This is an optimization exercise on Yosys and OpenROAD, whose aim is small area, not a production implementation. The RTL was checked by simulation tests, not by an equivalence proof against the original design. The clock port is modelled as an ideal driver; clocking choices that lean on that would not hold on a real chip. Power is estimated from default activity; no workload was simulated.

$ cat design/flow/design.v
module binary_to_7segment(
    input i_clk,
    input i_rst,
    input[3:0] i_binary_num,
    output o_segment_a,
    output o_segment_b,
    output o_segment_c,
    output o_segment_d,
    output o_segment_e,
    output o_segment_f,
    output o_segment_g
    );
    reg[3:0] d;
    always @(posedge i_clk)
    begin
        if(i_rst)
            d <= 4'hD;
        else
            d <= i_binary_num;
    end
    assign o_segment_a = !((!d[3] & !d[2] & d[1] & !d[0]) | (d[2] & !d[1] & d[0]));
    assign o_segment_b = (!d[3] & d[2]) | (!d[2] & !d[1] & d[0]) | (d[1] & !d[0]);
    assign o_segment_c = !((d[3] & !d[1]) | (d[2] & !d[1] & !d[0]));
    assign o_segment_d = !((d[3]) | (d[2] & d[0]) | (!d[2] & d[1] & !d[0]));
    assign o_segment_e = !((d[2] & d[0]) | (!d[3] & d[1]));
    assign o_segment_f = (!d[2]);
    assign o_segment_g = (!d[2] & d[1]) | (!d[0]);
endmodule
module count_and_toggle #(parameter COUNT_LIMIT = 5000) (
    input i_clk,
    input i_rst,
    input i_enable,
    output reg o_toggle
);
localparam [12:0] Q_START = 13'd11;   
reg [12:0] r_counter;
wire w_last = !r_counter[0] & !r_counter[1] & !r_counter[3] & !r_counter[5] &
              !r_counter[6] & !r_counter[9] & !r_counter[10] & !r_counter[12];
wire w_fb = r_counter[12] ~^ ~(r_counter[0] & r_counter[1]);
always @(posedge i_clk) begin
    if (i_rst | (i_enable & w_last))
        r_counter <= Q_START;
    else if (i_enable)
        r_counter <= {r_counter[11:0], w_fb};
    o_toggle <= !i_rst & i_enable & (o_toggle ^ w_last);
end
endmodule
module debounce_filter #(parameter
    DEBOUNCE_LIMIT = 250
    ) (
    input i_clk,
    input i_rst,
    input i_bouncy,
    output o_debounced,
    output o_release      
);
localparam [7:0] Q_START = 8'd15;    
reg [7:0] r_count;
reg r_state;
wire w_last = (r_count[6:0] == 7'd0);           
wire w_diff = i_bouncy ^ r_state;
wire w_clr  = i_rst | w_last | !w_diff;
wire w_fb   = r_count[7] ~^ ~(r_count[0] & r_count[4]);
always @(posedge i_clk)
begin
    if (w_clr)
        r_count <= Q_START;
    else
        r_count <= {~r_count[6:0], w_fb};
    if (i_rst)
        r_state <= 1'b0;
    else if (w_last)
        r_state <= i_bouncy;
end
assign o_debounced = r_state;
assign o_release = w_last & r_state & !i_bouncy;
endmodule
module lfsr_22(
    input i_clk,
    input i_rst,
    output[21:0] o_lfsr_data
);
localparam [21:0] INV = 22'h2AAAAA;   
reg[21:0] r_lfsr;
always @(posedge i_clk) begin
    if(i_rst)
        r_lfsr <= INV;
    else
        r_lfsr <= {~r_lfsr[20:0], r_lfsr[21] ^ r_lfsr[20]};
end
assign o_lfsr_data = r_lfsr;
endmodule
module state_machine_game #(parameter CLKS_PER_SEC = 25000000, parameter GAME_LIMIT = 6)(
    input i_clk,
    input i_rst,
    input i_switch_1,
    input i_switch_2,
    input i_switch_3,
    input i_switch_4,
    input i_release_1,   
    input i_release_2,
    input i_release_3,
    input i_release_4,
    output reg [3:0] o_score,
    output o_led_1,
    output o_led_2,
    output o_led_3,
    output o_led_4
    );
    localparam START = 3'd0;
    localparam PATTERN_OFF = 3'd2;
    localparam PATTERN_SHOW = 3'd3;
    localparam WAIT_PLAYER = 3'd1;
    localparam INCR_SCORE = 3'd4;
    localparam LOSER = 3'd5;
    localparam WINNER = 3'd6;
    localparam [2:0] CODE_0 = 3'd1;
    localparam [3:0] SCORE_WIN = 4'hA;
    localparam [3:0] SCORE_LOSE = 4'h8;
    reg[2:0] r_sm_main;
    reg r_toggle, r_button_dv, r_release;
    reg[13:0] r_pattern;
    wire [21:0] w_lfsr_data;
    reg[2:0] r_index;
    reg[1:0] r_release_raw;  
    reg[1:0] r_button_raw;   
    wire w_count_en, w_toggle;
    reg [1:0] w_pat_raw;
    always @(*)
        case (r_index)
            3'd1: w_pat_raw = r_pattern[1:0];
            3'd5: w_pat_raw = r_pattern[3:2];
            3'd4: w_pat_raw = r_pattern[5:4];
            3'd6: w_pat_raw = r_pattern[7:6];
            3'd2: w_pat_raw = r_pattern[9:8];
            3'd3: w_pat_raw = r_pattern[11:10];
            3'd0: w_pat_raw = r_pattern[13:12];
            default: w_pat_raw = r_pattern[7:6];
        endcase
    wire [2:0] w_index_next = {~r_index[1], ~r_index[0], ~((r_index[0] & r_index[1]) | r_index[2])};
    wire [2:0] w_score_next = {~o_score[1], ~o_score[0], ~((o_score[0] & o_score[1]) | o_score[2])};
    wire w_fall = !w_toggle & r_toggle;
    wire w_last = (o_score[2:0] == r_index);
    always @(posedge i_clk)
    begin
        if(i_rst)
        begin
            o_score <= {1'b0, CODE_0};
            r_sm_main <= START;
        end
        else if(i_switch_1 & i_switch_2)
            r_sm_main <= START;
        else
        begin
            case(r_sm_main)
                START:
                begin
                    if(!i_switch_1 & !i_switch_2 & r_button_dv)
                    begin
                        o_score <= {1'b0, CODE_0};
                        r_index <= CODE_0;
                        r_sm_main <= PATTERN_OFF;
                    end
                end
                PATTERN_OFF:
                begin
                    if(w_fall)
                        r_sm_main <= PATTERN_SHOW;
                end
                PATTERN_SHOW:
                begin
                    if(w_fall)
                        if(w_last)
                        begin
                            r_index <= CODE_0;
                            r_sm_main <= WAIT_PLAYER;
                        end
                        else
                        begin
                            r_index <= w_index_next;
                            r_sm_main <= PATTERN_OFF;
                        end
                end
                WAIT_PLAYER:
                begin
                    if(r_button_dv)
                        if(w_pat_raw != r_button_raw)
                            r_sm_main <= LOSER;
                        else if(w_last)
                        begin
                            r_index <= CODE_0;
                            r_sm_main <= INCR_SCORE;
                        end
                        else
                            r_index <= w_index_next;
                end
                INCR_SCORE:
                begin
                    o_score <= {1'b0, w_score_next};
                    if(o_score[2:0] == 3'd0)  
                        r_sm_main <= WINNER;
                    else
                        r_sm_main <= PATTERN_OFF;
                end
                WINNER:
                    o_score <= SCORE_WIN;
                LOSER:
                    o_score <= SCORE_LOSE;
                default:
                    r_sm_main <= START;
            endcase
        end
    end
    always @(posedge i_clk)
    begin
        if(r_sm_main == START)
            r_pattern <= w_lfsr_data[13:0];
    end
    wire w_show = (r_sm_main == PATTERN_SHOW);
    assign o_led_1 = (w_show & (w_pat_raw == 2'b10)) | i_switch_1;
    assign o_led_2 = (w_show & (w_pat_raw == 2'b11)) | i_switch_2;
    assign o_led_3 = (w_show & (w_pat_raw == 2'b00)) | i_switch_3;
    assign o_led_4 = (w_show & (w_pat_raw == 2'b01)) | i_switch_4;
    always @(posedge i_clk)
    begin
        r_toggle <= w_toggle;
        r_release <= !i_rst & (i_release_1 | i_release_2 | i_release_3 | i_release_4);
        r_release_raw[1] <= i_release_1 | i_release_2;
        r_release_raw[0] <= !i_release_1 & (i_release_2 | !i_release_3);
        r_button_dv <= !i_rst & r_release;
        r_button_raw <= r_release_raw;
    end
    assign w_count_en = r_sm_main[2:1] == 2'b01;  
    count_and_toggle #(.COUNT_LIMIT(CLKS_PER_SEC/4)) count_inst(
        .i_clk(i_clk),
        .i_rst(i_rst),
        .i_enable(w_count_en),
        .o_toggle(w_toggle)
    );
    lfsr_22 lfsr_inst(
        .i_clk(i_clk),
        .i_rst(i_rst),
        .o_lfsr_data(w_lfsr_data)
    );
endmodule
module state_machine_project_top(
    input i_clk,
    input i_rst,
    input i_switch_1,
    input i_switch_2,
    input i_switch_3,
    input i_switch_4,
    output o_led_1,
    output o_led_2,
    output o_led_3,
    output o_led_4,
    output o_segment2_a,
    output o_segment2_b,
    output o_segment2_c,
    output o_segment2_d,
    output o_segment2_e,
    output o_segment2_f,
    output o_segment2_g,
	output o_segment2_digit
    );
    localparam GAME_LIMIT = 7;  
    localparam CLKS_PER_SEC = 20000;  
    localparam DEBOUNCE_LIMIT = 250;  
    wire w_switch_1, w_switch_2, w_switch_3, w_switch_4;
    wire w_release_1, w_release_2, w_release_3, w_release_4;
    wire w_segment2_a, w_segment2_b, w_segment2_c, w_segment2_d, w_segment2_e, w_segment2_f, w_segment2_g;
    wire[3:0] w_score;
    debounce_filter #(.DEBOUNCE_LIMIT(DEBOUNCE_LIMIT)) debounce_sw1(
        .i_clk(i_clk),
        .i_rst(i_rst),
        .i_bouncy(!i_switch_1),  
        .o_debounced(w_switch_1),
        .o_release(w_release_1)
    );
    debounce_filter #(.DEBOUNCE_LIMIT(DEBOUNCE_LIMIT)) debounce_sw2(
        .i_clk(i_clk),
        .i_rst(i_rst),
        .i_bouncy(i_switch_2),
        .o_debounced(w_switch_2),
        .o_release(w_release_2)
    );
    debounce_filter #(.DEBOUNCE_LIMIT(DEBOUNCE_LIMIT)) debounce_sw3(
        .i_clk(i_clk),
        .i_rst(i_rst),
        .i_bouncy(i_switch_3),
        .o_debounced(w_switch_3),
        .o_release(w_release_3)
    );
    debounce_filter #(.DEBOUNCE_LIMIT(DEBOUNCE_LIMIT)) debounce_sw4(
        .i_clk(i_clk),
        .i_rst(i_rst),
        .i_bouncy(i_switch_4),
        .o_debounced(w_switch_4),
        .o_release(w_release_4)
    );
    state_machine_game #(.CLKS_PER_SEC(CLKS_PER_SEC), .GAME_LIMIT(GAME_LIMIT)) game_inst(
        .i_clk(i_clk),
        .i_rst(i_rst),
        .i_switch_1(w_switch_1),
        .i_switch_2(w_switch_2),
        .i_switch_3(w_switch_3),
        .i_switch_4(w_switch_4),
        .i_release_1(w_release_1),
        .i_release_2(w_release_2),
        .i_release_3(w_release_3),
        .i_release_4(w_release_4),
        .o_score(w_score),
        .o_led_1(o_led_1),
        .o_led_2(o_led_2),
        .o_led_3(o_led_3),
        .o_led_4(o_led_4)
    );
    binary_to_7segment scoreboard(
        .i_clk(i_clk),
        .i_rst(i_rst),
        .i_binary_num(w_score),
        .o_segment_a(w_segment2_a),
        .o_segment_b(w_segment2_b),
        .o_segment_c(w_segment2_c),
        .o_segment_d(w_segment2_d),
        .o_segment_e(w_segment2_e),
        .o_segment_f(w_segment2_f),
        .o_segment_g(w_segment2_g)
    );
    assign o_segment2_a = w_segment2_a;
    assign o_segment2_b = w_segment2_b;
    assign o_segment2_c = w_segment2_c;
    assign o_segment2_d = w_segment2_d;
    assign o_segment2_e = w_segment2_e;
    assign o_segment2_f = w_segment2_f;
    assign o_segment2_g = w_segment2_g;
	assign o_segment2_digit = 1'b0;  
endmodule
$ cat design/flow/standard.sh
#!/bin/bash
# synth_recipe.tcl (not shown) runs the flow's synth.tcl, then flattens the netlist and writes it again
# the make line also repeats each setting of config.mk as NAME=value (left out here)
make -C /OpenROAD-flow-scripts/flow DESIGN_CONFIG=/design/flow/config.mk WORK_HOME=/design/flow/orfs CLKGATE_MAP_FILE= SYNTH_SCRIPT=/design/flow/synth_recipe.tcl "${@:-finish}"
$ cat design/flow/config.mk
export PLATFORM = sky130hd
export DESIGN_NAME = state_machine_project_top
export DESIGN_NICKNAME = state_machine_project_top
export VERILOG_FILES = /design/flow/design.v
export SDC_FILE = /design/flow/constraint.sdc
export NUM_CORES = 4
export LEC_CHECK = 0
export CAP_MARGIN = 20
export CORE_MARGIN = 2
export CORE_UTILIZATION = 60
export SLEW_MARGIN = 20
$ cat design/flow/flow/run.sh
#!/bin/bash
# Own layout flow: the standard flow (standard.sh, ORFS) with these changes:
#  - synthesis is the standard synthesis script (synth_recipe.tcl, sourced
#    unchanged) except that Yosys's abc call uses flow/area.abc, an
#    area-oriented mapping script, instead of ORFS's abc_speed.script; the
#    flip-flops are mapped before abc, so registers, names and cell types are
#    those of the standard synthesis;
#  - ports are buffered with the smallest buffer (buf_1);
set -euo pipefail
HERE=$(cd "$(dirname "$0")" && pwd)
WORK=$(pwd)
cat > "$WORK/own_synth.tcl" <<EOT
proc abc {args} {
  set i [lsearch \$args -script]
  if {\$i >= 0} { set args [lreplace \$args \$i [expr {\$i + 1}] -script $HERE/area.abc] }
  yosys abc {*}\$args
}
source $WORK/synth_recipe.tcl
EOT
sed "s#SYNTH_SCRIPT=[^ ]*#SYNTH_SCRIPT=$WORK/own_synth.tcl#" standard.sh > own_standard.sh
grep -q "SYNTH_SCRIPT=$WORK/own_synth.tcl" own_standard.sh
export BUFFER_PORTS_ARGS="-buffer_cell sky130_fd_sc_hd__buf_1"
export CTS_ARGS="$(cat "$HERE/cts_args.txt")"
export POST_CTS_TCL="$HERE/post_cts.tcl"
bash own_standard.sh > standard_flow.log 2>&1
$ cat design/flow/flow/cts_args.txt
-sink_clustering_enable -repair_clock_nets -dont_use_dummy_load -buf_list sky130_fd_sc_hd__clkbuf_8 -sink_clustering_size 25 -sink_clustering_max_diameter 60
$ cat design/flow/flow/area.abc
&get -n
&st
&syn2
&dch -f
&nf -R 1000 -p
&st
&syn2
&dch -f
&nf -R 1000 -p
&put
topo
dnsize -c
$ cat design/flow/constraint.sdc
create_clock -name core_clock -period 10.0 [get_ports {i_clk}]
set_input_delay 2.0000 -clock core_clock [delete_from_list [all_inputs] [get_ports {i_clk}]]
set_output_delay 2.0000 -clock core_clock [all_outputs]
set_load 0.01 [all_outputs]
$ cat design/flow/flow/post_cts.tcl
set clk_slew_limit 0.110
proc my_max_clk_slew {} {
  estimate_parasitics -placement
  set mx 0
  foreach pin [get_pins -hierarchical */CLK] {
    set s [get_property $pin slew_max]
    if {$s > $mx} { set mx $s }
  }
  return $mx
}
set bufs {}
foreach inst [get_cells *] {
  set m [get_property $inst ref_name]
  set n [get_full_name $inst]
  if {[string match sky130_fd_sc_hd__clkbuf_* $m] && [string match clkbuf_* $n]} {
    lappend bufs [list $n $m]
  }
}
# leaves first, root last
set bufs [lsort -decreasing -index 0 $bufs]
puts "post_cts: clock slew before [my_max_clk_slew]"
foreach b $bufs {
  lassign $b n m
  foreach cand {sky130_fd_sc_hd__clkbuf_1 sky130_fd_sc_hd__clkbuf_2 sky130_fd_sc_hd__clkbuf_4} {
    if {$cand eq $m} { break }
    replace_cell $n $cand
    set s [my_max_clk_slew]
    if {$s <= $clk_slew_limit} {
      puts "post_cts: $n $m -> $cand (max clock slew $s)"
      set m $cand
      break
    }
    replace_cell $n $m
  }
}
puts "post_cts: clock slew after [my_max_clk_slew]"
detailed_placement
check_placement -verbose
==> results.txt, run 1 <==
final hold violations=0; origin of the critical flop-to-flop path=game_inst.r_index[2]; number of enable-type register cells in the synthesized netlist=17; global-route wire length before repair=9150 µm; area growth from synthesis to layout=7.38%; switching component of the power=188 µW; combined buffer and inverter count along the critical path=2; CP delay by family, top=multiplexers; largest net degree at the start of global routing=48; fillcell total=498; HPWL reported at the end of detailed placement=3900 µm; average wire per cell in the routed design=12.1 µm; x dimension of the die=82.1 µm; combinational share of power=11.3%; Synth Register Bits=107; Max rail drop VDD=0.141 mV; multi-input gate area in the final layout=1320 µm²; reg-to-reg endpoint=game_inst.r_sm_main[1]; total number of vias=2,451; fraction of power spent switching nets=25.0%; global placement routability congestion=0.807; run status=finished clean; clk_skew=0.0274 ns; remaining design rule violation count=0; internal portion of total power=564 µW; Worst EP required=8.00 ns; Final setup viols=0; source-to-sink clock delay at the later pin of the worst-skew pair=0.50 ns; Leak=0.00144 µW; Power Density=191 nW/µm²; number of max-cap violations=0; parity-gate share of the synthesized area counting xor and xnor cells=3.59%; number of sinks handled by clock tree synthesis=107; post-synth cell types=37; fraction of final layout cells sized beyond drive strength 1=3.65%; TritonCTS clock tree=done; overall overflow remaining after global route=0; count of inserted antenna diode cells=0; main combinational cell family by area after synthesis=simple AND/OR/NAND/NOR gates; transition time at the pin with the least slew margin=0.980 ns; post-synthesis area per instance=10.2 µm²; Core Util, Final=66.4%; IO Count=18; Floorplan Core Area=5920 µm²; Primary FF master, synth=sky130_fd_sc_hd__dfxtp_1; total count of max-transition violations in the final report=0; standard-cell row count=28; Seq pwr share=65.0%; final total negative setup slack=0 ns; number of antenna violations at the first check in global routing=0; number of global-route vias before repair=2,139; crit path cell chain=mux4_2 > mux2i_1 > clkinv_1 > o21bai_1 > buf_1; Reg2Reg Depth=10; compound-gate portion of the synthesized area=9.20%; post-synth design cell area=3660 µm²; sink of the worst hold path=game_inst.r_button_raw[1]; via count normalized by instance count=5.34; synthesized netlist net count=364; classification of the worst-slack hold path=register to register; Final Critical Period=4.40 ns; aggregate global-route resource usage=17.9%; Vert. Die Dim=82.1 µm; critical path's largest stage delay=0.54 ns; die area=6740 µm²; clock group share of total power=23.7%; Critical Path Slowest Stage Cell=sky130_fd_sc_hd__edfxtp_1; port buffer count=16; total area of sequential cells=2310 µm²; Hold Crit Depth=0; post-synthesis share of cell area spent on full adders, half adders and majority gates=0%; worst slew margin relative to its limit=34.3%; Hold Startpoint=game_inst.r_release_raw[1]; effective utilization at floorplan=61.8%; Initial DRT Pass Iterations=4; post-synthesis sequential area ratio=63.2%; async set-reset flop share out of synthesis=0%; multiplexer area fraction after synthesis=1.71%; critical path class=register to primary output; total routed wirelength=5540 µm; count of non-filler cells in the finished layout=459; Simple-Gate Fraction of Synth Area=21.4%; detailed router's first-iteration violation count=141; Antenna Nets Post-Route=0; largest driver fanout on the critical path=10; cell total after placement=450; Worst Setup End Kind=primary output; type of element launching the critical path=register; Worst-path clk slew=0.09 ns; Layout Nets=392; data arrival time of the critical path=2.40 ns; final worst-path cycle share=44.0%; unrepaired setup endpoints after global routing=false; slack of the worst reg-to-reg path=7.02 ns; Syn. warnings=5; number of cells produced by synthesis=358; Max Fclk=0.227 GHz
==> through the flow <==
| step | cell area [µm²] | setup WS [ns] | power [µW] | hold WS [ns] |
|---|---|---|---|---|
| 5_1_grt | 3930 | 5.37 | 791 | 0.341 |
| 6_report | 3930 | 5.60 | 751 | 0.332 |
| 3_5_place_dp | 3830 | 6.07 | 584 | 0.316 |
| 2_1_floorplan | 3660 | 6.35 | 557 | 0.310 |
| 3_3_place_gp | 3830 | 6.10 | 582 | 0.314 |
==> layer usage <==
metal / part of all wire, % / up-vias / GRT usage [%] / wire [µm]
met5: 0 / - / 0 / 0
met4: 1.3 / 0 / 8.67 / 74
met3: 4.0 / 8 / 5.11 / 224
met2: 46 / 55 / 28.4 / 2570
met1: 48 / 1108 / 22.5 / 2680
li1: - / 1280 / - / -
==> cell type report <==
cell class,count,share of cell area [%]
clock buffer,9,2.61
timing repair buffer,18,1.94
sequential,107,58.8
tap,75,2.39
inverter,6,0.573
multi-input combinational,244,33.7
==> power groups by stage <==
stage	Clock, µW	Combinational (µW)	Sequential [µW]
3_3_place_gp	0	84.2	498
6_report	178	84.6	489
2_1_floorplan	0	64.1	493
5_1_grt	200	98.1	493
3_5_place_dp	0	85.7	499
==> registers in the layout (all words and copies together) (netlist names), 2 cells and up <==
name and cells:
game_inst.r_release_raw 2, debounce_sw1.r_count 8, debounce_sw4.r_count 8, game_inst.lfsr_inst.r_lfsr 22, game_inst.o_score 4, debounce_sw3.r_count 8, scoreboard.d 4, debounce_sw2.r_count 8
game_inst.r_index 3, game_inst.count_inst.r_counter 13, game_inst.r_pattern 14, game_inst.r_sm_main 3, game_inst.r_button_raw 2
==> how the worst max path moves through the flow <==
stage               to                  from  slack [ns]  cells after the start
3_3_place_gp   o_led_3  game_inst.r_index[2]        6.10                      5
3_5_place_dp   o_led_3  game_inst.r_index[2]        6.07                      5
5_1_grt        o_led_3  game_inst.r_index[2]        5.37                      5
6_report       o_led_3  game_inst.r_index[2]        5.60                      5
2_1_floorplan  o_led_3  game_inst.r_index[2]        6.35                      4
==> worst reg2reg max path: cells and delay by family (launching register included) <==
kind / cells / cell delay, ns
AOI/OAI and AO/OA: 2 / 0.82
and+or+nand+nor: 5 / 0.43
muxes: 2 / 0.89
xor gates and xnor gates: 1 / 0.18
DFF: 1 / 0.54
==> synthesized netlist by cell type (4+ instances only) <==
master,number,area (µm²)
sky130_fd_sc_hd__dfxtp_1,90,1800
sky130_fd_sc_hd__nand2_1,58,218
sky130_fd_sc_hd__nor2_1,53,199
sky130_fd_sc_hd__a21oi_1,19,95.1
sky130_fd_sc_hd__edfxtp_1,17,510
sky130_fd_sc_hd__nand2b_1,17,106
sky130_fd_sc_hd__nor3_1,10,50.1
sky130_fd_sc_hd__o21ai_0,8,40.0
sky130_fd_sc_hd__xor2_1,8,70.1
sky130_fd_sc_hd__nor4_1,7,43.8
sky130_fd_sc_hd__xnor2_1,7,61.3
sky130_fd_sc_hd__clkinv_1,6,22.5
sky130_fd_sc_hd__a21o_1,5,37.5
sky130_fd_sc_hd__nor2b_1,5,31.3
sky130_fd_sc_hd__mux2i_1,4,40.0
sky130_fd_sc_hd__or3_1,4,25.0
sky130_fd_sc_hd__or4_1,4,30.0
==> cell usage in the layout, fill, tap and decap left out, drive strengths merged <==
cell type	instances
xnor2	7
nor3	10
a32oi	2
nor4	7
a22o	1
buf	17
or3	4
a22oi	3
and2	1
clkbuf	10
dfxtp	90
o21bai	3
a211oi	3
or3b	1
nand3b	3
clkinv	6
edfxtp	17
nor2b	5
nor2	53
or4	4
o21ai	8
nand2	58
xor2	8
a221oi	1
o41ai	2
nor3b	1
o211ai	1
a2111oi	2
nand2b	17
or2	3
nand3	2
mux2i	4
and3	1
a21o	5
conb	1
a21oi	19
a31oi	3
mux4	1
==> cell families after synthesis <==
group | after synthesis
muxes | 5
other | 1
and+or+nand+nor | 170
buffers and inverters | 7
AOI/OAI and AO/OA | 53
xor gates and xnor gates | 15
DFF | 107
==> run 2: changes to the inputs <==
==> design/flow/flow/post_cts.tcl (replaced) <==
set clk_slew_limit 0.112
set sizes {sky130_fd_sc_hd__clkbuf_1 sky130_fd_sc_hd__clkbuf_2 sky130_fd_sc_hd__clkbuf_4 sky130_fd_sc_hd__clkbuf_8 sky130_fd_sc_hd__clkbuf_16}
proc my_max_clk_slew {} {
  estimate_parasitics -placement
  set mx 0
  foreach pin [get_pins -hierarchical */CLK] {
    set s [get_property $pin slew_max]
    if {$s > $mx} { set mx $s }
  }
  return $mx
}
proc my_area {m} { return [get_property [get_lib_cells $m] area] }
set root {}
set leaves {}
foreach inst [get_cells *] {
  set m [get_property $inst ref_name]
  set n [get_full_name $inst]
  if {[string match sky130_fd_sc_hd__clkbuf_* $m] && [string match clkbuf_* $n]} {
    if {[string match clkbuf_0_* $n]} { set root [list $n $m] } else { lappend leaves [list $n $m] }
  }
}
puts "post_cts: root $root, [llength $leaves] leaves, clock slew before [my_max_clk_slew]"
set best {}
set best_area 1e9
if {$root ne {}} {
  foreach rsize {sky130_fd_sc_hd__clkbuf_16 sky130_fd_sc_hd__clkbuf_8 sky130_fd_sc_hd__clkbuf_4 sky130_fd_sc_hd__clkbuf_2} {
    replace_cell [lindex $root 0] $rsize
    set config [list [list [lindex $root 0] $rsize]]
    set area [my_area $rsize]
    set ok 1
    foreach l $leaves {
      lassign $l n m
      replace_cell $n sky130_fd_sc_hd__clkbuf_8
    }
    if {[my_max_clk_slew] > $clk_slew_limit} { set ok 0 }
    if {$ok} {
      foreach l $leaves {
        lassign $l n m
        set chosen sky130_fd_sc_hd__clkbuf_8
        foreach cand {sky130_fd_sc_hd__clkbuf_1 sky130_fd_sc_hd__clkbuf_2 sky130_fd_sc_hd__clkbuf_4} {
          replace_cell $n $cand
          if {[my_max_clk_slew] <= $clk_slew_limit} { set chosen $cand; break }
        }
        replace_cell $n $chosen
        lappend config [list $n $chosen]
        set area [expr {$area + [my_area $chosen]}]
      }
      puts "post_cts: root $rsize -> clock buffer area $area"
      if {$area < $best_area} { set best_area $area; set best $config }
    }
  }
  if {$best eq {}} {
    set best [concat [list $root] $leaves]
  }
  foreach c $best { replace_cell [lindex $c 0] [lindex $c 1] }
}
puts "post_cts: chosen $best (area $best_area), clock slew after [my_max_clk_slew]"
detailed_placement
check_placement -verbose
==> run 2 against run 1 <==
  * Clock power barely moved
  * Setup slack did not move
  * Sequential share of layout area did not move
  * Total power did not move
  * Final cell count did not move
  * Flip-flop and latch count did not move
  * First-iteration DRC count did not move
  * Cell area did not move
  * Sequential power barely moved
  * Register-to-register slack barely moved
  * Wire length did not move
  * Die area did not move
==> results.txt, run 2 <==
unrepaired setup endpoints after global routing=false; CP startpoint=game_inst.r_index[2]; final hold violations=0 (unchanged); worst slew margin relative to its limit=34.3% (unchanged); source-to-sink clock delay at the later pin of the worst-skew pair=0.50 ns (about the same); total routed wirelength=5540 µm (unchanged); most common cell after layout, fill and taps aside=sky130_fd_sc_hd__dfxtp_1; Final setup viols=0 (unchanged); pre-CTS worst setup slack=6.07 ns (unchanged); count of inserted antenna diode cells=0 (unchanged); CP delay by family, top=multiplexers; most frequently used cell type in the post-synthesis netlist=sky130_fd_sc_hd__dfxtp_1; clock group share of total power=23.7% (about the same); run status=finished clean; post-synth cell types=37 (unchanged); combinational share of power=11.3% (about the same); global placement routability congestion=0.807 (unchanged); die area=6740 µm² (unchanged); area growth from synthesis to layout=7.38% (unchanged); number of max-cap violations=0 (unchanged); Worst EP required=8.00 ns (about the same); post-synth design cell area=3660 µm² (unchanged); number of sinks handled by clock tree synthesis=107 (unchanged); x dimension of the die=82.1 µm (unchanged); async set-reset flop share out of synthesis=0% (unchanged); number of cells produced by synthesis=358 (unchanged); max reg flops=22 (unchanged); origin of the critical flop-to-flop path=game_inst.r_index[2]; Syn. warnings=5 (unchanged); critical path's largest stage delay=0.54 ns (about the same); top cell types by occurrence after synthesis=sky130_fd_sc_hd__dfxtp_1 (90), sky130_fd_sc_hd__nand2_1 (58), sky130_fd_sc_hd__nor2_1 (53), sky130_fd_sc_hd__a21oi_1 (19); Antenna Nets Post-Route=0 (unchanged); largest net degree at the start of global routing=48 (unchanged); Worst-path clk slew=0.09 ns (about the same); Core Util, Final=66.4% (unchanged); leading post-synthesis cells by cell area=sky130_fd_sc_hd__dfxtp_1 (49%), sky130_fd_sc_hd__edfxtp_1 (14%), sky130_fd_sc_hd__nand2_1 (5.9%); number of enable-type register cells in the synthesized netlist=17 (unchanged); synthesized netlist net count=364 (unchanged); final worst-path cycle share=44.0% (unchanged); Floorplan Core Area=5920 µm² (unchanged); post-layout worst setup margin=5.60 ns (unchanged); overall overflow remaining after global route=0 (unchanged); Vert. Die Dim=82.1 µm (unchanged); classification of the worst-slack hold path=register to register; Synth Register Bits=107 (unchanged); via count normalized by instance count=5.34 (unchanged); crit path cell chain=mux4_2 > mux2i_1 > clkinv_1 > o21bai_1 > buf_1; remaining design rule violation count=0 (unchanged); effective utilization at floorplan=61.8% (unchanged); global-route wire length before repair=9150 µm (unchanged); type of element launching the critical path=register; number of antenna violations at the first check in global routing=0 (unchanged); average wire per cell in the routed design=12.1 µm (unchanged); number of global-route vias before repair=2,139 (unchanged); post-synthesis sequential area ratio=63.2% (unchanged); switching component of the power=188 µW (unchanged); Initial DRT Pass Iterations=4 (unchanged); data arrival time of the critical path=2.40 ns (about the same); clk_skew=0.0274 ns (unchanged); biggest registers after layout=game_inst.lfsr_inst.r_lfsr: 22 flops, game_inst.r_pattern: 14 flops, game_inst.count_inst.r_counter: 13 flops; internal portion of total power=564 µW (unchanged); Yosys top cell by area=sky130_fd_sc_hd__dfxtp_1; total count of max-transition violations in the final report=0 (unchanged); final hold slack=0.332 ns (unchanged); Power Density=191 nW/µm² (unchanged); largest driver fanout on the critical path=10 (unchanged); register with the most flip-flops=game_inst.lfsr_inst.r_lfsr; fraction of power spent switching nets=25.0% (unchanged); Critical Path Slowest Stage Cell=sky130_fd_sc_hd__edfxtp_1; multi-input gate area in the final layout=1320 µm² (unchanged); combined buffer and inverter count along the critical path=2 (unchanged); Leak=0.00144 µW (unchanged); fraction of final layout cells sized beyond drive strength 1=3.65% (unchanged); Hold Startpoint=game_inst.r_release_raw[1]; total number of vias=2,451 (unchanged); Seq pwr share=65.0% (about the same); Max rail drop VDD=0.141 mV (unchanged); standard-cell row count=28 (unchanged); final total negative setup slack=0 ns (unchanged); aggregate global-route resource usage=17.9% (unchanged); Final Critical Period=4.40 ns (unchanged); HPWL reported at the end of detailed placement=3900 µm (unchanged); port buffer count=16 (unchanged); TritonCTS clock tree=done; leading cell types in the layout, fill and taps excluded=sky130_fd_sc_hd__dfxtp_1 (90), sky130_fd_sc_hd__nand2_1 (58), sky130_fd_sc_hd__nor2_1 (53), sky130_fd_sc_hd__a21oi_1 (19); total area of sequential cells=2310 µm² (unchanged); post-synthesis area per instance=10.2 µm² (unchanged); Layout Nets=392 (unchanged); critical path class=register to primary output; Synth top area share=49.2% (unchanged); transition time at the pin with the least slew margin=0.980 ns (unchanged); fillcell total=498 (unchanged); IO Count=18 (unchanged); Max Fclk=0.227 GHz (unchanged); Worst Setup End Kind=primary output; detailed router's first-iteration violation count=141 (unchanged); Primary FF master, synth=sky130_fd_sc_hd__dfxtp_1
-- run 2: cell counts in the layout (fill, tap and decap cells not counted) --
Identical to the previous run, type by type.
-- run 2: layer usage --
metal,GRT usage [%],wire [µm],vias up
li1,-,-,1280
met1,22.5,2680,1108
met2,28.4,2570,55
met3,5.11,224,8
met4,8.67,74,0
met5,0,0,-
-- run 2: logic make-up (layout without fill, tap and decap cells) --
logic type,count (synthesis),after routing,synth area share [%]
other cells,1,1,0.102
mux,5,5,1.71
simple gates,170,170,21.4
compound gates,53,53,9.20
xor+xnor,15,15,3.59
buf+inv,7,33,0.821
flops,107,107,63.2
-- run 2: worst paths after layout --
check / endpoint / slack (ns) / depth (start not counted)
max: o_led_3 / 5.60 / 5
min: game_inst.r_button_raw[1] / 0.33 / 0
max reg2reg: game_inst.r_sm_main[1] / 7.02 / 10
min reg2reg: game_inst.r_button_raw[1] / 0.33 / 0
-- run 2: final cells by class --
cell class                      count  share of cell area, %
Clock buffer                        9                   2.61
Inverter                            6                  0.573
Multi-Input combinational cell    244                   33.7
Sequential cell                   107                   58.8
Tap cell                           75                   2.39
Timing Repair Buffer               18                   1.94
-- run 2: power groups by stage --
stage / Combinational [µW] / Clock [µW] / Sequential, µW
2_1_floorplan: 64.1 / 0 / 493
3_3_place_gp: 84.2 / 0 / 498
3_5_place_dp: 85.7 / 0 / 499
5_1_grt: 98.1 / 200 / 493
6_report: 84.6 / 178 / 489
-- run 2: metrics by stage --
step | instances | total power, µW | area, µm²
floorplan | 358 | 557 | 3660
global placement | 450 | 582 | 3830
detailed placement | 450 | 584 | 3830
global route | 459 | 791 | 3930
finish | 459 | 751 | 3930
==> run 3: changes to the inputs <==
--- a/design/flow/design.v
+++ b/design/flow/design.v
@@ -107,7 +107,7 @@
     output o_led_3,
     output o_led_4
     );
-    localparam START = 3'd0;
+    localparam START = 3'd7;
     localparam PATTERN_OFF = 3'd2;
     localparam PATTERN_SHOW = 3'd3;
     localparam WAIT_PLAYER = 3'd1;
@@ -230,7 +230,7 @@
         r_button_dv <= !i_rst & r_release;
         r_button_raw <= r_release_raw;
     end
-    assign w_count_en = r_sm_main[2:1] == 2'b01;  
+    assign w_count_en = (r_sm_main == PATTERN_OFF) | (r_sm_main == PATTERN_SHOW);
     count_and_toggle #(.COUNT_LIMIT(CLKS_PER_SEC/4)) count_inst(
         .i_clk(i_clk),
         .i_rst(i_rst),
==> run 3 against run 2 <==
  * Total power grew 17%
  * Synthesized area shrank 0.44%
  * Flip-flop and latch count did not move
  * Combinational power is 100% higher
  * First-iteration DRC count is 62% lower
  * Clock skew fell by 0.0022 ns
  * Still clean
  * Clock power barely moved
  * Register-to-register slack gained 0.08 ns
  * Final cell count rose by 0.22%
==> results.txt, run 3 <==
crit path cell chain=mux4_2 > mux2i_1 > nand3_1 > o21bai_1 > buf_1; top cell types by occurrence after synthesis=sky130_fd_sc_hd__dfxtp_1 (90), sky130_fd_sc_hd__nand2_1 (69), sky130_fd_sc_hd__nor2_1 (46), sky130_fd_sc_hd__a21oi_1 (19), sky130_fd_sc_hd__edfxtp_1 (17); classification of the worst-slack hold path=register to register; run status=finished clean; x dimension of the die=81.9 µm (-0.21%); post-synthesis area per instance=10.2 µm² (-0.44%); post-synthesis sequential area ratio=63.5% (+0.28 points); Worst Setup End Kind=primary output; area growth from synthesis to layout=7.35% (about the same); number of global-route vias before repair=2,177 (+1.8%); Placement Cell Area=3810 µm² (-0.39%); Synth Register Bits=107 (unchanged); Primary FF master, synth=sky130_fd_sc_hd__dfxtp_1; clk_skew=0.0253 ns (-0.00216 ns); leading post-synthesis cells by cell area=sky130_fd_sc_hd__dfxtp_1 (49%), sky130_fd_sc_hd__edfxtp_1 (14%), sky130_fd_sc_hd__nand2_1 (7.1%); Final Instance Area=3910 µm² (-0.48%); largest driver fanout on the critical path=10 (unchanged); most common cell after layout, fill and taps aside=sky130_fd_sc_hd__dfxtp_1; Critical Path Slowest Stage Cell=sky130_fd_sc_hd__edfxtp_1; data arrival time of the critical path=2.37 ns (-0.03 ns); final hold violations=0 (unchanged); source-to-sink clock delay at the later pin of the worst-skew pair=0.43 ns (-0.07 ns); Max rail drop VDD=0.114 mV (-19%); number of enable-type register cells in the synthesized netlist=17 (unchanged); max reg flops=22 (unchanged); total routed wirelength=5990 µm (+8.1%); critical path's largest stage delay=0.55 ns (about the same); Final setup viols=0 (unchanged); global-route wire length before repair=9660 µm (+5.6%); worst slew margin relative to its limit=38.2% (+3.9 points); Layout Nets=393 (+0.26%); overall overflow remaining after global route=0 (unchanged); detailed router's first-iteration violation count=54 (-62%); via count normalized by instance count=5.42 (+1.5%); Floorplan Core Area=5890 µm² (-0.59%); most frequently used cell type in the post-synthesis netlist=sky130_fd_sc_hd__dfxtp_1; Yosys top cell by area=sky130_fd_sc_hd__dfxtp_1; fillcell total=487 (-2.2%); number of cells produced by synthesis=358 (unchanged); final worst-path cycle share=43.7% (-0.32 points); Final Critical Period=4.37 ns (-0.0318 ns); fraction of final layout cells sized beyond drive strength 1=3.38% (-0.27 points); aggregate global-route resource usage=19.4% (+1.5 points); leading cell types in the layout, fill and taps excluded=sky130_fd_sc_hd__dfxtp_1 (90), sky130_fd_sc_hd__nand2_1 (69), sky130_fd_sc_hd__nor2_1 (46), sky130_fd_sc_hd__a21oi_1 (19), sky130_fd_sc_hd__edfxtp_1 (17); Hold Startpoint=game_inst.r_release_raw[0]; Worst-path clk slew=0.10 ns (about the same); number of max-cap violations=0 (unchanged); transition time at the pin with the least slew margin=0.903 ns (-0.0771 ns); Power Density=224 nW/µm² (+17%); HPWL reported at the end of detailed placement=4180 µm (+7.2%); type of element launching the critical path=register; IO Count=18 (unchanged); CP delay by family, top=multiplexers; post-synth design cell area=3640 µm² (-0.44%); remaining design rule violation count=0 (unchanged); Worst EP required=8.00 ns (about the same); total number of vias=2,494 (+1.8%); Initial DRT Pass Iterations=4 (unchanged); synthesized netlist net count=364 (unchanged); biggest registers after layout=game_inst.lfsr_inst.r_lfsr: 22 flops, game_inst.r_pattern: 14 flops, game_inst.count_inst.r_counter: 13 flops; die area=6710 µm² (-0.43%); Syn. warnings=5 (unchanged); effective utilization at floorplan=61.9% (+0.092 points); CP startpoint=game_inst.r_index[2]; standard-cell row count=28 (unchanged); Synth top area share=49.5% (+0.22 points); critical path class=register to primary output; number of antenna violations at the first check in global routing=0 (unchanged); largest net degree at the start of global routing=34 (-29%); average wire per cell in the routed design=13.0 µm (+7.9%); number of sinks handled by clock tree synthesis=107 (unchanged); final total negative setup slack=0 ns (unchanged); count of inserted antenna diode cells=0 (unchanged); combined buffer and inverter count along the critical path=1 (-1); origin of the critical flop-to-flop path=game_inst.r_index[2]; global placement routability congestion=0.792 (-1.8%); Max Fclk=0.229 GHz (+0.73%); Vert. Die Dim=81.9 µm (-0.21%); total count of max-transition violations in the final report=0 (unchanged); async set-reset flop share out of synthesis=0% (unchanged); post-synth cell types=41 (+11%); port buffer count=16 (unchanged); unrepaired setup endpoints after global routing=false; Antenna Nets Post-Route=0 (unchanged); TritonCTS clock tree=done; Leak=0.00145 µW (+0.49%); register with the most flip-flops=game_inst.lfsr_inst.r_lfsr
run 3: layout make-up:
type | instances | area (µm²) | area share, %
Tap cell | 75 | 93.8 | 2.40
Inverter | 6 | 22.5 | 0.576
Clock buffer | 9 | 98.8 | 2.53
Timing Repair Buffer | 19 | 82.6 | 2.11
Sequential cell | 107 | 2310 | 59.1
Multi-Input combinational cell | 244 | 1300 | 33.3
run 3: worst reg2reg max path: stages (launching register included):
cell	delay, ns
sky130_fd_sc_hd__edfxtp_1	0.55
sky130_fd_sc_hd__mux4_2	0.54
sky130_fd_sc_hd__mux2i_1	0.40
sky130_fd_sc_hd__xnor2_1	0.11
sky130_fd_sc_hd__nor2_1	0.15
sky130_fd_sc_hd__nor2_1	0.08
sky130_fd_sc_hd__a2111oi_0	0.70
run 3: metal layers:
| metal | vias up | part of all wire [%] | GRT usage, % |
|---|---|---|---|
| li1 | 1283 | - | - |
| met1 | 1167 | 48 | 23.7 |
| met2 | 34 | 47 | 31.9 |
| met3 | 10 | 3.4 | 6.59 |
| met4 | 0 | 1.7 | 7.17 |
| met5 | - | 0 | 0 |
run 3: path summary, 6_finish.rpt:
kind	endpoint	slack (ns)	depth (start not counted)
worst min register to register	game_inst.r_button_raw[0]	0.33	0
worst min-delay path	game_inst.r_button_raw[0]	0.33	0
worst max register to register	game_inst.r_index[0]	7.10	6
worst max-delay path	o_led_3	5.63	5
run 3: kinds of logic after synthesis:
| kind of cell | Yosys count | synth area share, % |
|---|---|---|
| and+or+nand+nor | 172 | 21.5 |
| buffers and inverters | 7 | 0.824 |
| other | 1 | 0.103 |
| muxes | 4 | 1.44 |
| xor gates and xnor gates | 16 | 3.85 |
| AOI/OAI and AO/OA | 51 | 8.86 |
| DFF | 107 | 63.5 |
run 3: report_power, final:
group          switching (µW)  leakage (µW)  internal, µW
clock                     116     0.0000544          63.4
sequential               36.6      0.000891           490
combinational             105      0.000504          64.8
total                     258       0.00145           618
run 3: metrics by stage:
stage | setup WS (ns) | power (µW) | hold WS (ns) | utilization (%) | instances
floorplan | 6.35 | 659 | 0.310 | - | 358
global placement | 6.11 | 704 | 0.311 | 64.8 | 451
detailed placement | 6.04 | 707 | 0.316 | 64.8 | 451
global route | 5.46 | 925 | 0.348 | 66.5 | 460
finish | 5.63 | 876 | 0.332 | 66.5 | 460
==> run 4: changes to the inputs <==
--- a/design/flow/config.mk
+++ b/design/flow/config.mk
@@ -7,5 +7,5 @@
 export LEC_CHECK = 0
 export CAP_MARGIN = 20
 export CORE_MARGIN = 2
-export CORE_UTILIZATION = 60
+export CORE_UTILIZATION = 50
 export SLEW_MARGIN = 20
==> run 4 against run 3 <==
  * Via count fell by 2.2%
  * Largest cell class unchanged
  * Sequential power barely moved
  * Setup slack got worse by 0.071 ns
  * Clock skew rose by 0.018 ns
  * Synthesized area did not move
  * Final cell count rose by 5.2%
  * Critical endpoint unchanged
  * Sequential share of layout area fell by 0.51 points
  * Synthesized cell count did not move
  * Register-to-register slack got worse by 0.04 ns
==> results.txt, run 4 <==
post-synth design cell area=3640 µm² (unchanged); Hold Startpoint=game_inst.r_release_raw[1]; worst slew margin relative to its limit=34.9% (-3.3 points); detailed router's first-iteration violation count=162 (+200%); Hold Crit Depth=0 (unchanged); source-to-sink clock delay at the later pin of the worst-skew pair=0.52 ns (+0.09 ns); combined buffer and inverter count along the critical path=1 (unchanged); global placement routability congestion=0.886 (+12%); type of element launching the critical path=register; average wire per cell in the routed design=12.4 µm (-5.0%); switching component of the power=260 µW (+0.78%); number of antenna violations at the first check in global routing=0 (unchanged); post-synth cell types=41 (unchanged); transition time at the pin with the least slew margin=0.952 ns (+0.0483 ns); Worst EP required=8.00 ns (about the same); number of sinks handled by clock tree synthesis=107 (unchanged); combinational share of power=19.7% (+0.3 points); sink of the worst hold path=game_inst.r_button_raw[1]; die area=7990 µm² (+19%); total number of vias=2,440 (-2.2%); area growth from synthesis to layout=8.28%; register with the most flip-flops=game_inst.lfsr_inst.r_lfsr; top cell types by occurrence after synthesis=sky130_fd_sc_hd__dfxtp_1 (90), sky130_fd_sc_hd__nand2_1 (69), sky130_fd_sc_hd__nor2_1 (46), sky130_fd_sc_hd__a21oi_1 (19), sky130_fd_sc_hd__edfxtp_1 (17); Synth top area share=49.5% (unchanged); crit path cell chain=mux4_2 > mux2i_1 > nand3_1 > o21bai_1 > buf_1; Worst Setup End Kind=primary output; Max rail drop VDD=0.102 mV (-10%); Power Density=223 nW/µm² (-0.26%); post-synthesis area per instance=10.2 µm² (unchanged); Vert. Die Dim=89.4 µm (+9.1%); number of enable-type register cells in the synthesized netlist=17 (unchanged); run status=finished clean; total routed wirelength=5990 µm (about the same); slack of the worst reg-to-reg path=7.06 ns (-0.04 ns); port buffer count=16 (unchanged); fraction of final layout cells sized beyond drive strength 1=3.38% (unchanged); Floorplan Core Area=7140 µm² (+21%); Final Critical Period=4.44 ns (+0.0714 ns); clk_skew=0.0432 ns (+0.0179 ns); Worst-path clk slew=0.09 ns (about the same); Yosys top cell by area=sky130_fd_sc_hd__dfxtp_1; most frequently used cell type in the post-synthesis netlist=sky130_fd_sc_hd__dfxtp_1; Syn. warnings=5 (unchanged); number of global-route vias before repair=2,285 (+5.0%); number of cells produced by synthesis=358 (unchanged); Antenna Nets Post-Route=0 (unchanged); via count normalized by instance count=5.04 (-7.0%); most common cell after layout, fill and taps aside=sky130_fd_sc_hd__dfxtp_1; multi-input gate area in the final layout=1300 µm² (unchanged); post-synthesis sequential area ratio=63.5% (unchanged); Layout Nets=393 (unchanged); Reg2Reg Depth=6 (unchanged); IO Count=18 (unchanged); effective utilization at floorplan=51.1% (-11 points); Leak=0.00145 µW (+0.13%); biggest registers after layout=game_inst.lfsr_inst.r_lfsr: 22 flops, game_inst.r_pattern: 14 flops, game_inst.count_inst.r_counter: 13 flops; CP delay by family, top=multiplexers; max reg flops=22 (unchanged); leading cell types in the layout, fill and taps excluded=sky130_fd_sc_hd__dfxtp_1 (90), sky130_fd_sc_hd__nand2_1 (69), sky130_fd_sc_hd__nor2_1 (46), sky130_fd_sc_hd__a21oi_1 (19), sky130_fd_sc_hd__edfxtp_1 (17); origin of the critical flop-to-flop path=game_inst.r_index[2]; reg-to-reg endpoint=game_inst.r_index[0]; total area of sequential cells=2310 µm² (unchanged); critical path's largest stage delay=0.55 ns (about the same); unrepaired setup endpoints after global routing=false; aggregate global-route resource usage=17.1% (-2.3 points); remaining design rule violation count=0 (unchanged); TritonCTS clock tree=done; leading post-synthesis cells by cell area=sky130_fd_sc_hd__dfxtp_1 (49%), sky130_fd_sc_hd__edfxtp_1 (14%), sky130_fd_sc_hd__nand2_1 (7.1%); largest net degree at the start of global routing=34 (unchanged); classification of the worst-slack hold path=register to register; Critical Path Slowest Stage Cell=sky130_fd_sc_hd__edfxtp_1; largest driver fanout on the critical path=10 (unchanged); total count of max-transition violations in the final report=0 (unchanged); overall overflow remaining after global route=0 (unchanged); fillcell total=652 (+34%); Max Fclk=0.225 GHz (-1.6%); Seq pwr share=59.7% (-0.4 points); internal portion of total power=621 µW (+0.53%); async set-reset flop share out of synthesis=0% (unchanged); clock group share of total power=20.6% (about the same); Core Util, Final=55.3% (-11 points); global-route wire length before repair=10,300 µm (+6.8%); number of max-cap violations=0 (unchanged); critical path class=register to primary output; Synth Register Bits=107 (unchanged); Primary FF master, synth=sky130_fd_sc_hd__dfxtp_1; HPWL reported at the end of detailed placement=4140 µm (-0.79%); synthesized netlist net count=364 (unchanged); final total negative setup slack=0 ns (unchanged); fraction of power spent switching nets=29.5% (+0.051 points); final hold violations=0 (unchanged); Initial DRT Pass Iterations=4 (unchanged); Final setup viols=0 (unchanged); x dimension of the die=89.4 µm (+9.1%); logic depth of the worst setup path including buffers=5 (unchanged); count of inserted antenna diode cells=0 (unchanged); final worst-path cycle share=44.4% (+0.71 points); standard-cell row count=31 (+11%); data arrival time of the critical path=2.44 ns (+0.07 ns)
[run 4: cell families (layout without fill, tap and decap cells)]
kind of cell | Yosys count | after routing | share of synthesized area [%]
multiplexers | 4 | 4 | 1.44
AND/OR/NAND/NOR | 172 | 172 | 21.5
AO/OA/AOI/OAI | 51 | 51 | 8.86
buffers and inverters | 7 | 34 | 0.824
other | 1 | 1 | 0.103
XOR/XNOR | 16 | 16 | 3.85
flip-flops | 107 | 107 | 63.5
[run 4: through the flow]
step                instance area, µm²  setup slack, ns  hold slack [ns]  std cells  total power, µW
floorplan                         3640             6.35            0.310        358              659
global placement                  3840             6.07            0.311        475              709
detailed placement                3840             6.03            0.314        475              711
global route                      3950             5.31            0.346        484              939
finish                            3950             5.56            0.335        484              881
[run 4: worst max path at each step]
stage	from	endpoint
finish	game_inst.r_index[2]	o_led_3
global route	game_inst.r_index[2]	o_led_3
global placement	i_rst	game_inst.r_index[0]
floorplan	game_inst.r_index[2]	o_led_3
detailed placement	i_rst	game_inst.r_index[0]
[run 4: cell type report]
class	instances	area share, %
Inverter	6	0.571
Tap cell	99	3.14
Multi-Input combinational cell	244	33.0
Clock buffer	9	2.60
Timing Repair Buffer	19	2.09
Sequential cell	107	58.6
[run 4: layer usage]
metal	vias to the layer above	wire [µm]	GRT usage (%)
li1	1294	-	-
met3	6	213	5.08
met1	1101	2870	21.1
met5	-	0	0
met2	39	2830	27.7
met4	0	69	7.46
[run 4: power by group through the flow]
| stage | logic (µW) | registers, µW | clock network, µW |
|---|---|---|---|
| finish | 174 | 526 | 182 |
| global route | 199 | 534 | 206 |
| detailed placement | 175 | 536 | 0 |
| global placement | 173 | 536 | 0 |
| floorplan | 134 | 525 | 0 |
==> run 5: changes to the inputs <==
--- a/design/flow/config.mk
+++ b/design/flow/config.mk
@@ -7,5 +7,5 @@
 export LEC_CHECK = 0
 export CAP_MARGIN = 20
 export CORE_MARGIN = 2
-export CORE_UTILIZATION = 50
+export CORE_UTILIZATION = 80
 export SLEW_MARGIN = 20
==> run 5 against run 4 <==
  * Critical path type unchanged
  * Largest cell class unchanged
  * Die area decreased by 36%
  * Final cell count decreased by 10%
  * Non-clock buffer count decreased by 2
  * Flip-flop and latch count unchanged
  * Hold slack improved by 0.0044 ns
  * Highest routed layer unchanged
  * Maximum frequency decreased by 3.3%
  * Critical path depth unchanged
  * Clock skew decreased by 0.013 ns
  * Register-to-register slack got worse by 0.11 ns
==> results.txt, run 5 <==
run status=finished clean; max reg flops=22 (unchanged); Antenna Nets Post-Route=0 (unchanged); fraction of final layout cells sized beyond drive strength 1=2.87% (-0.50 points); global-route wire length before repair=12,200 µm (+19%); top cell types by occurrence after synthesis=sky130_fd_sc_hd__dfxtp_1 (90), sky130_fd_sc_hd__nand2_1 (69), sky130_fd_sc_hd__nor2_1 (46), sky130_fd_sc_hd__a21oi_1 (19), sky130_fd_sc_hd__edfxtp_1 (17); overall overflow remaining after global route=0 (unchanged); number of cells produced by synthesis=358 (unchanged); Synth Register Bits=107 (unchanged); Layout Nets=391 (-0.51%); remaining design rule violation count=0 (unchanged); area growth from synthesis to layout=6.08%; Final Critical Period=4.59 ns (+0.153 ns); standard-cell row count=24 (-23%); Leak=0.00144 µW (-0.89%); Worst-path clk slew=0.11 ns (+0.02 ns); most frequently used cell type in the post-synthesis netlist=sky130_fd_sc_hd__dfxtp_1; die area=5110 µm² (-36%); worst slew margin relative to its limit=31.5% (-3.5 points); number of global-route vias before repair=2,628 (+15%); transition time at the pin with the least slew margin=1.02 ns (+0.0672 ns); timing endpoint of the critical path=o_led_3; critical path class=register to primary output; HPWL reported at the end of detailed placement=4730 µm (+14%); Yosys top cell by area=sky130_fd_sc_hd__dfxtp_1; Max rail drop VDD=0.203 mV (+100%); via count normalized by instance count=6.27 (+24%); leading cell types in the layout, fill and taps excluded=sky130_fd_sc_hd__dfxtp_1 (90), sky130_fd_sc_hd__nand2_1 (69), sky130_fd_sc_hd__nor2_1 (46), sky130_fd_sc_hd__a21oi_1 (19), sky130_fd_sc_hd__edfxtp_1 (17); total count of max-transition violations in the final report=0 (unchanged); origin of the critical flop-to-flop path=game_inst.r_index[2]; largest net degree at the start of global routing=34 (unchanged); leading post-synthesis cells by cell area=sky130_fd_sc_hd__dfxtp_1 (49%), sky130_fd_sc_hd__edfxtp_1 (14%), sky130_fd_sc_hd__nand2_1 (7.1%); count of inserted antenna diode cells=0 (unchanged); Placement Cell Area=3770 µm² (-1.9%); largest driver fanout on the critical path=10 (unchanged); Reg2Reg Depth=6 (unchanged); Synth top area share=49.5% (unchanged); cell total after placement=426 (-10%); post-synth design cell area=3640 µm² (unchanged); Initial DRT Pass Iterations=5 (+1); number of antenna violations at the first check in global routing=0 (unchanged); unrepaired setup endpoints after global routing=false; post-synthesis area per instance=10.2 µm² (unchanged); Final setup viols=0 (unchanged); reg-to-reg endpoint=game_inst.r_index[2]; total routed wirelength=7620 µm (+27%); Worst EP required=8.00 ns (about the same); IO Count=18 (unchanged); post-synth cell types=41 (unchanged); post-synthesis sequential area ratio=63.5% (unchanged); most common cell after layout, fill and taps aside=sky130_fd_sc_hd__dfxtp_1; met3 usage=10.3% (+5.2 points); Syn. warnings=5 (unchanged); global placement routability congestion=0.893 (+0.88%); Floorplan Core Area=4380 µm² (-39%); x dimension of the die=71.5 µm (-20%); count of non-filler cells in the finished layout=435 (-10%); CP startpoint=game_inst.r_index[2]; average wire per cell in the routed design=17.5 µm (+42%); register with the most flip-flops=game_inst.lfsr_inst.r_lfsr; Vert. Die Dim=71.5 µm (-20%); classification of the worst-slack hold path=register to register; aggregate global-route resource usage=32.2% (+15 points); effective utilization at floorplan=83.1% (+32 points); synthesized netlist net count=364 (unchanged); number of max-cap violations=0 (unchanged); clk_skew=0.0299 ns (-0.0133 ns); port buffer count=16 (unchanged); TritonCTS clock tree=done; data arrival time of the critical path=2.59 ns (+0.15 ns); detailed router's first-iteration violation count=229 (+41%); Primary FF master, synth=sky130_fd_sc_hd__dfxtp_1; Hold Startpoint=game_inst.r_release_raw[1]; slack of the worst reg-to-reg path=6.95 ns (-0.11 ns); Final Instance Area=3860 µm² (-2.0%); number of enable-type register cells in the synthesized netlist=17 (unchanged); async set-reset flop share out of synthesis=0% (unchanged); number of sinks handled by clock tree synthesis=107 (unchanged); final total negative setup slack=0 ns (unchanged); total number of vias=2,729 (+12%); type of element launching the critical path=register; busiest layer in global routing=met2; final worst-path cycle share=45.9% (+1.5 points); Power Density=231 nW/µm² (+3.3%); source-to-sink clock delay at the later pin of the worst-skew pair=0.55 ns (+0.03 ns); GRT met1 Usage=34.9% (+14 points); Worst Setup End Kind=primary output; Max Fclk=0.218 GHz (-3.3%); met2 demand-to-capacity share in global routing=57.2% (+29 points); biggest registers after layout=game_inst.lfsr_inst.r_lfsr: 22 flops, game_inst.r_pattern: 14 flops, game_inst.count_inst.r_counter: 13 flops; final hold violations=0 (unchanged)
## run 5: cell count changes in the layout (fill, tap and decap cells not counted)
cell and delta:
sky130_fd_sc_hd__o21ai_1 +1, sky130_fd_sc_hd__buf_4 -2, sky130_fd_sc_hd__o21ai_0 -1, sky130_fd_sc_hd__clkbuf_4 +1, sky130_fd_sc_hd__clkbuf_8 -1
## run 5: how the worst min path moves through the flow
| stage | cells after the start | to | slack (ns) |
|---|---|---|---|
| global placement | 0 | game_inst.r_button_raw[0] | 0.31 |
| finish | 0 | game_inst.r_button_raw[1] | 0.34 |
| detailed placement | 0 | game_inst.r_button_raw[1] | 0.31 |
| floorplan | 0 | game_inst.r_button_raw[0] | 0.31 |
| global route | 0 | game_inst.r_button_raw[1] | 0.34 |
## run 5: kinds of logic (layout without fill, tap and decap cells)
group	count (synthesis)	in the layout	share of synthesized area (%)
other	1	1	0.103
xor gates and xnor gates	16	16	3.85
buffers and inverters	7	32	0.824
muxes	4	4	1.44
and+or+nand+nor	172	172	21.5
DFF	107	107	63.5
AOI/OAI and AO/OA	51	51	8.86
## run 5: power by group
group	leakage, µW	internal [µW]	total [µW]	switching (µW)
logic	0.000494	64.6	182	118
clock network	0.0000539	60.3	179	119
registers	0.000891	490	530	40.1
## run 5: per-layer routing
layer	vias up	wire length, µm
met5	-	0
met4	0	226
met3	27	511
met2	128	3940
met1	1294	2940
li1	1280	-
## run 5: critical path, cell delays in order (launching register included)
cell	delay [ns]
sky130_fd_sc_hd__edfxtp_1	0.61
sky130_fd_sc_hd__mux4_2	0.57
sky130_fd_sc_hd__mux2i_1	0.39
sky130_fd_sc_hd__nand3_1	0.14
sky130_fd_sc_hd__o21bai_1	0.15
sky130_fd_sc_hd__buf_1	0.17
## run 5: area by class of cell
class                   instances  area (µm²)
well taps                      52        65.1
fillers                       224         519
multi-input cells             244        1300
clock buffers                   9        96.3
flip-flops and latches        107        2310
inverters                       6        22.5
repair buffers                 17        67.6
## run 5: per-stage QoR
| step | util, % | worst slack [ns] | total power [µW] | hold WS, ns |
|---|---|---|---|---|
| floorplan | - | 6.35 | 659 | 0.310 |
| global placement | 86.0 | 6.12 | 701 | 0.311 |
| detailed placement | 86.0 | 6.03 | 709 | 0.314 |
| global route | 88.2 | 5.27 | 930 | 0.341 |
| finish | 88.2 | 5.41 | 892 | 0.339 |
==> run 6: changes to the inputs <==
--- a/design/flow/config.mk
+++ b/design/flow/config.mk
@@ -7,5 +7,5 @@
 export LEC_CHECK = 0
 export CAP_MARGIN = 20
 export CORE_MARGIN = 2
-export CORE_UTILIZATION = 80
+export CORE_UTILIZATION = 70
 export SLEW_MARGIN = 20
==> run 6 against run 5 <==
  * Hold slack worse by 0.0019 ns
  * Clock skew is 0.013 ns lower
  * Utilization is 12 points lower
  * Critical path type unchanged
  * Clock-buffer cell count stayed put
  * Critical endpoint unchanged
  * Sequential power hardly changed
  * Synthesized area stayed put
  * Maximum frequency is 3.4% higher
  * Die area is 13% higher
  * Global-route usage is 8.7 points lower
  * Critical path depth stayed put
==> results.txt, run 6 <==
final hold slack=0.337 ns (-0.00186 ns); largest driver fanout on the critical path=10 (unchanged); Leak=0.00144 µW (unchanged); run status=finished clean; CP delay by family, top=multiplexers; Critical Path Slowest Stage Cell=sky130_fd_sc_hd__edfxtp_1; count of inserted antenna diode cells=0 (unchanged); Final setup viols=0 (unchanged); x dimension of the die=76.1 µm (+6.5%); async set-reset flop share out of synthesis=0% (unchanged); unrepaired setup endpoints after global routing=false; transition time at the pin with the least slew margin=0.963 ns (-0.0557 ns); Seq pwr share=60.1% (+0.7 points); standard-cell row count=26 (+8.3%); Synth top area share=49.5% (unchanged); combinational share of power=19.6% (-0.8 points); worst slew margin relative to its limit=34.1% (+2.7 points); Syn. warnings=5 (unchanged); Antenna Nets Post-Route=0 (unchanged); post-layout worst setup margin=5.56 ns (+0.151 ns); source-to-sink clock delay at the later pin of the worst-skew pair=0.55 ns (about the same); total count of max-transition violations in the final report=0 (unchanged); clock group share of total power=20.4% (+0.3 points); number of antenna violations at the first check in global routing=0 (unchanged); global-route wire length before repair=10,600 µm (-13%); aggregate global-route resource usage=23.4% (-8.7 points); leading cell types in the layout, fill and taps excluded=sky130_fd_sc_hd__dfxtp_1 (90), sky130_fd_sc_hd__nand2_1 (69), sky130_fd_sc_hd__nor2_1 (46), sky130_fd_sc_hd__a21oi_1 (19), sky130_fd_sc_hd__edfxtp_1 (17); Hold Crit Depth=0 (unchanged); final total negative setup slack=0 ns (unchanged); number of global-route vias before repair=2,401 (-8.6%); data arrival time of the critical path=2.44 ns (-0.15 ns); Power Density=226 nW/µm² (-2.1%); most common cell after layout, fill and taps aside=sky130_fd_sc_hd__dfxtp_1; HPWL reported at the end of detailed placement=4320 µm (-8.7%); Final Critical Period=4.44 ns (-0.151 ns); CP startpoint=game_inst.r_index[2]; switching component of the power=264 µW (-4.8%); Hold Startpoint=game_inst.r_release_raw[0]; critical path class=register to primary output; post-synthesis sequential area ratio=63.5% (unchanged); total area of sequential cells=2310 µm² (unchanged); IO Count=18 (unchanged); number of sinks handled by clock tree synthesis=107 (unchanged); TritonCTS clock tree=done; Yosys top cell by area=sky130_fd_sc_hd__dfxtp_1; remaining design rule violation count=0 (unchanged); type of element launching the critical path=register; area growth from synthesis to layout=6.70%; average wire per cell in the routed design=13.8 µm (-21%); Primary FF master, synth=sky130_fd_sc_hd__dfxtp_1; leading post-synthesis cells by cell area=sky130_fd_sc_hd__dfxtp_1 (49%), sky130_fd_sc_hd__edfxtp_1 (14%), sky130_fd_sc_hd__nand2_1 (7.1%); fraction of final layout cells sized beyond drive strength 1=2.87% (unchanged); register with the most flip-flops=game_inst.lfsr_inst.r_lfsr; effective utilization at floorplan=71.8% (-11 points); Layout Nets=391 (unchanged); post-synth cell types=41 (unchanged); most frequently used cell type in the post-synthesis netlist=sky130_fd_sc_hd__dfxtp_1; max reg flops=22 (unchanged); pre-CTS worst setup slack=6.00 ns (-0.0283 ns); final hold violations=0 (unchanged); post-synth design cell area=3640 µm² (unchanged); clk_skew=0.0165 ns (-0.0134 ns); final worst-path cycle share=44.4% (-1.5 points); Worst-path clk slew=0.09 ns (-0.02 ns); die area=5800 µm² (+13%); Final Power=878 µW (-1.5%); via count normalized by instance count=5.60 (-11%); Max Fclk=0.225 GHz (+3.4%); Worst EP required=8.00 ns (about the same); fillcell total=373 (+67%); detailed router's first-iteration violation count=148 (-35%); number of enable-type register cells in the synthesized netlist=17 (unchanged); Max rail drop VDD=0.147 mV (-27%); crit path cell chain=mux4_2 > mux2i_1 > nand3_1 > o21bai_1 > buf_1; multi-input gate area in the final layout=1300 µm² (unchanged); combined buffer and inverter count along the critical path=1 (unchanged); origin of the critical flop-to-flop path=game_inst.r_index[2]; synthesized netlist net count=364 (unchanged); Floorplan Core Area=5070 µm² (+16%); Synth Register Bits=107 (unchanged); biggest registers after layout=game_inst.lfsr_inst.r_lfsr: 22 flops, game_inst.r_pattern: 14 flops, game_inst.count_inst.r_counter: 13 flops; Vert. Die Dim=76.1 µm (+6.5%); overall overflow remaining after global route=0 (unchanged); top cell types by occurrence after synthesis=sky130_fd_sc_hd__dfxtp_1 (90), sky130_fd_sc_hd__nand2_1 (69), sky130_fd_sc_hd__nor2_1 (46), sky130_fd_sc_hd__a21oi_1 (19), sky130_fd_sc_hd__edfxtp_1 (17); internal portion of total power=615 µW (about the same); fraction of power spent switching nets=30.0% (-1.0 points); largest net degree at the start of global routing=34 (unchanged); critical path's largest stage delay=0.55 ns (-0.06 ns); total routed wirelength=6250 µm (-18%); global placement routability congestion=0.860 (-3.7%); port buffer count=16 (unchanged); Reg2Reg Depth=6 (unchanged); post-synthesis area per instance=10.2 µm² (unchanged); number of cells produced by synthesis=358 (unchanged); total number of vias=2,536 (-7.1%); Worst Setup End Kind=primary output; number of max-cap violations=0 (unchanged); logic depth of the worst setup path including buffers=5 (unchanged); Initial DRT Pass Iterations=5 (unchanged); classification of the worst-slack hold path=register to register
## run 6: cell counts after synthesis
No cell type changed its count.
## run 6: power by group through the flow
| stage | Sequential, µW | Combinational, µW | Clock, µW |
|---|---|---|---|
| finish | 527 | 172 | 179 |
| global route | 533 | 193 | 196 |
| detailed placement | 537 | 171 | 0 |
| global placement | 535 | 166 | 0 |
| floorplan | 525 | 134 | 0 |
## run 6: metrics by stage
stage | cells | instance area (µm²) | util [%]
after detailed placement | 444 | 3790 | 74.7
after floorplan | 358 | 3640 | -
after global placement | 444 | 3790 | 74.7
after global routing | 453 | 3890 | 76.6
final | 453 | 3890 | 76.6
## run 6: routing by layer
layer / global-route usage, % / wire length [µm] / share of wire (%) / vias up
met2: 40.3 / 3160 / 51 / 37
met5: 0 / 0 / 0 / -
met4: 9.82 / 95 / 1.5 / 0
met3: 6.04 / 195 / 3.1 / 10
li1: - / - / - / 1284
met1: 28.2 / 2800 / 45 / 1205
## run 6: path summary, 6_finish.rpt
kind	slack, ns	to
worst min register to register	0.34	game_inst.r_button_raw[0]
worst min-delay path	0.34	game_inst.r_button_raw[0]
worst max register to register	7.06	game_inst.r_index[2]
worst max-delay path	5.56	o_led_3
## run 6: area by class of cell
cell class | instances | area share, %
repair buffers | 17 | 1.74
inverters | 6 | 0.579
flip-flops and latches | 107 | 59.5
clock buffers | 9 | 2.48
well taps | 70 | 2.25
multi-input cells | 244 | 33.5
## run 6: cell families after synthesis
kind of cell | Yosys count | synth area share (%)
AOI/OAI and AO/OA | 51 | 8.86
xor gates and xnor gates | 16 | 3.85
buffers and inverters | 7 | 0.824
DFF | 107 | 63.5
muxes | 4 | 1.44
other | 1 | 0.103
and+or+nand+nor | 172 | 21.5
## run 6: worst register-to-register path, cell delays in order (launching register included)
cell and delay [ns]:
sky130_fd_sc_hd__edfxtp_1 0.55, sky130_fd_sc_hd__mux4_2 0.54, sky130_fd_sc_hd__mux2i_1 0.37, sky130_fd_sc_hd__xnor2_1 0.11, sky130_fd_sc_hd__nor2_1 0.15, sky130_fd_sc_hd__nor2_1 0.09
sky130_fd_sc_hd__a2111oi_0 0.76

## port drivers added, routing unchanged
Ports are ideal in the flow. The routed layouts listed here were re-timed in OpenROAD. Step 1, drivers: a clkbuf_16 drives i_clk and a buf_2 each remaining input, both assumed. Step 2 moves the port delays by t, midway between the first and last clock arrival at a register: inputs arrive t later, outputs are due t later. That takes back most of the time a late clock gives input paths. a / b / c = no drivers / after step 1 / after step 2; a / b = the first two.
run	t, ns	slack for setup (ns)	latest minus earliest clock arrival (ns)
run 1	0.513	5.602 / 5.576 / 6.089	0.027 / 0.028
run 2	0.513	5.602 / 5.576 / 6.089	0.027 / 0.028
run 3	0.444	5.634 / 5.605 / 6.049	0.026 / 0.026
run 4	0.524	5.562 / 5.534 / 6.048	0.044 / 0.043
run 5	0.567	5.410 / 5.380 / 5.947	0.030 / 0.030
run 6	0.564	5.561 / 5.534 / 6.003	0.021 / 0.021
After both steps setup and hold are still met in every run listed.
